This is an optimization exercise on Yosys and OpenROAD, whose aim is small area, not a production implementation.
Function was checked by simulation only, so behaviour that the tests miss may differ from the original.
Power figures rest on the tool's default switching activity, not on a simulated workload.

==> flow/design.v (excerpt) <==
module uart_core (
    input  logic        clk,
    input  logic        reset_n,
    input  logic [15:0] divisor,
    input  logic        rx_pin,
    output logic        tx_pin,
    input  logic        tx_wr_en,
    input  logic [7:0]  tx_wr_data,
    output logic        tx_full,
    input  logic        rx_rd_en,
    output logic [7:0]  rx_rd_data,
    output logic        rx_empty,
    output logic        rx_err
);
Size in the first run: roughly 330 flip-flops.
Settings: LEC_CHECK=0, ABC_AREA=1, CAP_MARGIN=20, CORE_MARGIN=2, CORE_UTILIZATION=85, CTS_BUF_LIST=sky130_fd_sc_hd__clkbuf_8, CTS_CLUSTER_DIAMETER=50, CTS_CLUSTER_SIZE=18, SLEW_MARGIN=20; clock period 10.0 ns.
standard.sh (not shown) runs the stock make flow with config.mk's settings and CLKGATE_MAP_FILE= SYNTH_SCRIPT=/design/flow/synth_recipe.tcl, a recipe that flattens the netlist after the stock synthesis.
==> flow/flow/run.sh <==
#!/bin/bash
# Own layout flow: the standard ORFS flow (standard.sh) with these changes,
# all made through ORFS's own variables and hooks:
#  - synthesis is synth_recipe.tcl with an area-oriented abc mapping script
#    (flow/own_synth.tcl, flow/abc_area_amap.script); the registers are the
#    standard synthesis's;
#  - port buffers are buf_1 cells (the standard flow picks clkdlybuf4s50_1);
#  - before the placement resizer, combinational cells go to their smallest
#    drive strength (flow/downsize.tcl); repair_design then upsizes only where
#    slew or capacitance need it;
#  - clock tree synthesis inserts no dummy loads and uses clkbuf_8 clusters.
# The make output goes to flow_make.log here; ORFS keeps per-step logs in orfs/logs/.
set -euo pipefail
F="$PWD/flow"
export OWN_ABC_SCRIPT="$F/abc_area_amap.script"
export BUFFER_PORTS_ARGS="-buffer_cell sky130_fd_sc_hd__buf_1"
export PRE_RESIZE_TCL="$F/downsize.tcl"
export CTS_ARGS="-sink_clustering_enable -repair_clock_nets -dont_use_dummy_load -buf_list sky130_fd_sc_hd__clkbuf_8 -sink_clustering_size 18 -sink_clustering_max_diameter 50"
grep -q 'SYNTH_SCRIPT=[^ ]*synth_recipe.tcl' standard.sh
sed "s|SYNTH_SCRIPT=[^ ]*synth_recipe.tcl|SYNTH_SCRIPT=$F/own_synth.tcl|" standard.sh > own_standard.sh
bash own_standard.sh > flow_make.log 2>&1
Other scripts of this flow, unchanged in this note and not shown: flow/flow/abc_area_amap.script, flow/flow/downsize.tcl, flow/flow/own_synth.tcl
The first run completed without violations.
Edit:
--- a/flow/flow/run.sh
+++ b/flow/flow/run.sh
@@ -4,4 +4,5 @@
 #  - synthesis is synth_recipe.tcl with an area-oriented abc mapping script
-#    (flow/own_synth.tcl, flow/abc_area_amap.script); the registers are the
-#    standard synthesis's;
+#    (flow/own_synth.tcl, flow/abc_area_amap.script) and without ORFS's
+#    half/full-adder extraction (ADDER_MAP_FILE empty), which leaves all
+#    arithmetic to abc; the registers are the standard synthesis's;
 #  - port buffers are buf_1 cells (the standard flow picks clkdlybuf4s50_1);
@@ -15,2 +16,3 @@
 export OWN_ABC_SCRIPT="$F/abc_area_amap.script"
+export ADDER_MAP_FILE=
 export BUFFER_PORTS_ARGS="-buffer_cell sky130_fd_sc_hd__buf_1"
- CORE_UTILIZATION: 85 -> 75
=>
- The new run finished with timing, DRC and antenna clean
- sequential power came out lower by about 5%
- utilization shrinks by 11 points
- worst setup slack gains 840 ps
- combinational power came out lower by 18%
- area after synthesis falls by about 3%
- via count went down by about 11%
Edit:
- CORE_UTILIZATION: 75 -> 85
After rerunning: The new run went through all stages and came out clean. Sequential power is about the same. Die area is lower by roughly a tenth. Hold slack got worse by 12 ps.

---

## red
uart_core again, from the RTL that the note above started with.
==> flow/config.mk <==
export PLATFORM = sky130hd
export DESIGN_NAME = uart_core
export DESIGN_NICKNAME = uart_core
export VERILOG_FILES = /design/flow/design.v
export SDC_FILE = /design/flow/constraint.sdc
export NUM_CORES = 4
export LEC_CHECK = 0
export ABC_AREA = 1
export CAP_MARGIN = 20
export CORE_MARGIN = 2
export CORE_UTILIZATION = 75
export CTS_BUF_LIST = sky130_fd_sc_hd__clkbuf_8
export CTS_CLUSTER_DIAMETER = 50
export CTS_CLUSTER_SIZE = 18
export SLEW_MARGIN = 20
==> flow/constraint.sdc <==
create_clock -name core_clock -period 10.0 [get_ports {clk}]
set_input_delay 2.0000 -clock core_clock [delete_from_list [all_inputs] [get_ports {clk}]]
set_output_delay 2.0000 -clock core_clock [all_outputs]
set_load 0.01 [all_outputs]
==> flow/flow/run.sh <==
#!/bin/bash
# Own layout flow: the standard ORFS flow (standard.sh) with these changes,
# all made through ORFS's own variables and hooks:
#  - synthesis is synth_recipe.tcl with an area-oriented abc mapping script
#    (flow/own_synth.tcl, flow/abc_area_amap.script); the registers are the
#    standard synthesis's;
#  - port buffers are buf_1 cells (the standard flow picks clkdlybuf4s50_1);
#  - before the placement resizer, combinational cells go to their smallest
#    drive strength (flow/downsize.tcl); repair_design then upsizes only where
#    slew or capacitance need it;
#  - clock tree synthesis inserts no dummy loads and uses clkbuf_8 clusters.
# The make output goes to flow_make.log here; ORFS keeps per-step logs in orfs/logs/.
set -euo pipefail
F="$PWD/flow"
export OWN_ABC_SCRIPT="$F/abc_area_amap.script"
export BUFFER_PORTS_ARGS="-buffer_cell sky130_fd_sc_hd__buf_1"
export PRE_RESIZE_TCL="$F/downsize.tcl"
export CTS_ARGS="-sink_clustering_enable -repair_clock_nets -dont_use_dummy_load -buf_list sky130_fd_sc_hd__clkbuf_8 -sink_clustering_size 22 -sink_clustering_max_diameter 45"
grep -q 'SYNTH_SCRIPT=[^ ]*synth_recipe.tcl' standard.sh
sed "s|SYNTH_SCRIPT=[^ ]*synth_recipe.tcl|SYNTH_SCRIPT=$F/own_synth.tcl|" standard.sh > own_standard.sh
bash own_standard.sh > flow_make.log 2>&1
Other scripts of this flow, unchanged in this note and not shown: flow/flow/abc_area_amap.script, flow/flow/downsize.tcl, flow/flow/own_synth.tcl
red: PASS, flow complete, no timing, DRC or antenna violations
Inputs modified between red and blue:
diff --git a/flow/flow/run.sh b/flow/flow/run.sh
--- a/flow/flow/run.sh
+++ b/flow/flow/run.sh
@@ -16,5 +16,5 @@
 export BUFFER_PORTS_ARGS="-buffer_cell sky130_fd_sc_hd__buf_1"
 export PRE_RESIZE_TCL="$F/downsize.tcl"
-export CTS_ARGS="-sink_clustering_enable -repair_clock_nets -dont_use_dummy_load -buf_list sky130_fd_sc_hd__clkbuf_8 -sink_clustering_size 22 -sink_clustering_max_diameter 45"
+export CTS_ARGS="-sink_clustering_enable -repair_clock_nets -dont_use_dummy_load -buf_list sky130_fd_sc_hd__clkbuf_8 -sink_clustering_size 18 -sink_clustering_max_diameter 50"
 grep -q 'SYNTH_SCRIPT=[^ ]*synth_recipe.tcl' standard.sh
 sed "s|SYNTH_SCRIPT=[^ ]*synth_recipe.tcl|SYNTH_SCRIPT=$F/own_synth.tcl|" standard.sh > own_standard.sh
==> run notes <==
The post-route total power reported for blue is smaller than that of red by 0.63%. Diff blue..red | final worst-path cycle share | negligible. From blue to red, number of rows created at floorplan did not move at all. red and blue ended up with roughly the same fmax.
For green, these inputs were changed with respect to blue:
diff --git a/flow/flow/run.sh b/flow/flow/run.sh
--- a/flow/flow/run.sh
+++ b/flow/flow/run.sh
@@ -16,5 +16,5 @@
 export BUFFER_PORTS_ARGS="-buffer_cell sky130_fd_sc_hd__buf_1"
 export PRE_RESIZE_TCL="$F/downsize.tcl"
-export CTS_ARGS="-sink_clustering_enable -repair_clock_nets -dont_use_dummy_load -buf_list sky130_fd_sc_hd__clkbuf_8 -sink_clustering_size 18 -sink_clustering_max_diameter 50"
+export CTS_ARGS="-sink_clustering_enable -repair_clock_nets -dont_use_dummy_load -buf_list sky130_fd_sc_hd__clkbuf_8 -sink_clustering_size 20 -sink_clustering_max_diameter 50"
 grep -q 'SYNTH_SCRIPT=[^ ]*synth_recipe.tcl' standard.sh
 sed "s|SYNTH_SCRIPT=[^ ]*synth_recipe.tcl|SYNTH_SCRIPT=$F/own_synth.tcl|" standard.sh > own_standard.sh
--- outcome ---
- green has completed all stages; timing, DRC and antenna checks passed.
- Both conditions hold for blue: the flow ran to the end and the final layout passed the timing, design-rule and antenna checks.
- Final core utilization of blue is on par with green.
- Total leakage power of blue is on par with green.
- green -> blue: combined buffer and inverter count along the critical path delta 0, exact match
- There was hardly any difference in worst setup slack between green and blue.
- Taking blue as the reference, in green number of search-and-repair iterations in the first detailed-routing pass went up 1, global-route track usage on met3 grew by 0.42 points.
- ~same post-synthesis to final-layout area growth in green and blue
The following lists how orange was set up differently from green:
- CORE_UTILIZATION: 75 -> 85
==> flow/flow/run.sh <==
#!/bin/bash
# Own layout flow: the standard ORFS flow (standard.sh) with these changes,
# all made through ORFS's own variables and hooks:
#  - synthesis is synth_recipe.tcl with an area-oriented abc mapping script
#    (flow/own_synth.tcl, flow/abc_area_amap.script) and without ORFS's
#    half/full-adder extraction (ADDER_MAP_FILE empty), which leaves all
#    arithmetic to abc; the registers are the standard synthesis's;
#  - port buffers are buf_1 cells (the standard flow picks clkdlybuf4s50_1);
#  - before the placement resizer, combinational cells go to their smallest
#    drive strength (flow/downsize.tcl); repair_design then upsizes only where
#    slew or capacitance need it;
#  - clock tree synthesis inserts no dummy loads and uses clkbuf_16 clusters.
# The make output goes to flow_make.log here; ORFS keeps per-step logs in orfs/logs/.
set -euo pipefail
F="$PWD/flow"
export OWN_ABC_SCRIPT="$F/abc_area_amap.script"
export ADDER_MAP_FILE=
export BUFFER_PORTS_ARGS="-buffer_cell sky130_fd_sc_hd__buf_1"
export PRE_RESIZE_TCL="$F/downsize.tcl"
export CTS_ARGS="-sink_clustering_enable -repair_clock_nets -dont_use_dummy_load -buf_list sky130_fd_sc_hd__clkbuf_16 -sink_clustering_size 36 -sink_clustering_max_diameter 60"
grep -q 'SYNTH_SCRIPT=[^ ]*synth_recipe.tcl' standard.sh
sed "s|SYNTH_SCRIPT=[^ ]*synth_recipe.tcl|SYNTH_SCRIPT=$F/own_synth.tcl|" standard.sh > own_standard.sh
bash own_standard.sh > flow_make.log 2>&1
--- outcome ---
The more densely filled core belongs to orange, not green.
met2 global-route usage on orange is up relative to green.
Minimum period implied by the final worst setup slack: higher on green
The power of orange is lower than that of green.
Compared with green, in orange final cell count decreased by 3.2% relative to the old numbers, power density over the cells increased by 4.7 nW/um2 relative to the old numbers.
orange vs. green: minimum setup slack in the final design picked up an extra 580 ps, total number of vias saw an increase, cell area after layout now sits lower.

[separate check: timing with driven ports]
In the flow no input, the clock included, has a driving cell. The finished layouts below were timed again as built, in two steps. Step 1, drivers: a clkbuf_16 drives clk and a buf_2 each remaining input, both assumed. Step 2 times the ports against the registers' clock, not the clock port: input delays grow and output delays shrink by t, the midpoint of the rising clock arrivals with the driver on. Three values: ideal, step 1, step 2; two values: the first two.
run	t (ns)	setup WS [ns]	worst setup path after step 2	worst data-port slew with drivers (ns)	pins driven straight from the clock port
the first run of note 1	0.574	4.178 / 4.139 / 4.713	register to output	0.05	1
the second run of note 1	0.556	5.020 / 4.980 / 4.590	input to register	0.03	1
the third run of note 1	0.560	4.641 / 4.601 / 4.127	input to register	0.04	1
red	0.584	4.145 / 4.105 / 4.689	register to output	0.03	1
blue	0.574	4.155 / 4.116 / 4.690	register to output	0.03	1
green	0.576	4.155 / 4.115 / 4.691	register to output	0.03	1
orange	0.508	4.739 / 4.697 / 4.361	input to register	0.04	1
After both steps every run listed still meets setup and hold. The setup slack of the third run of note 1, which loses most, moves by -0.040 ns with the drivers and by -0.514 ns with both steps.
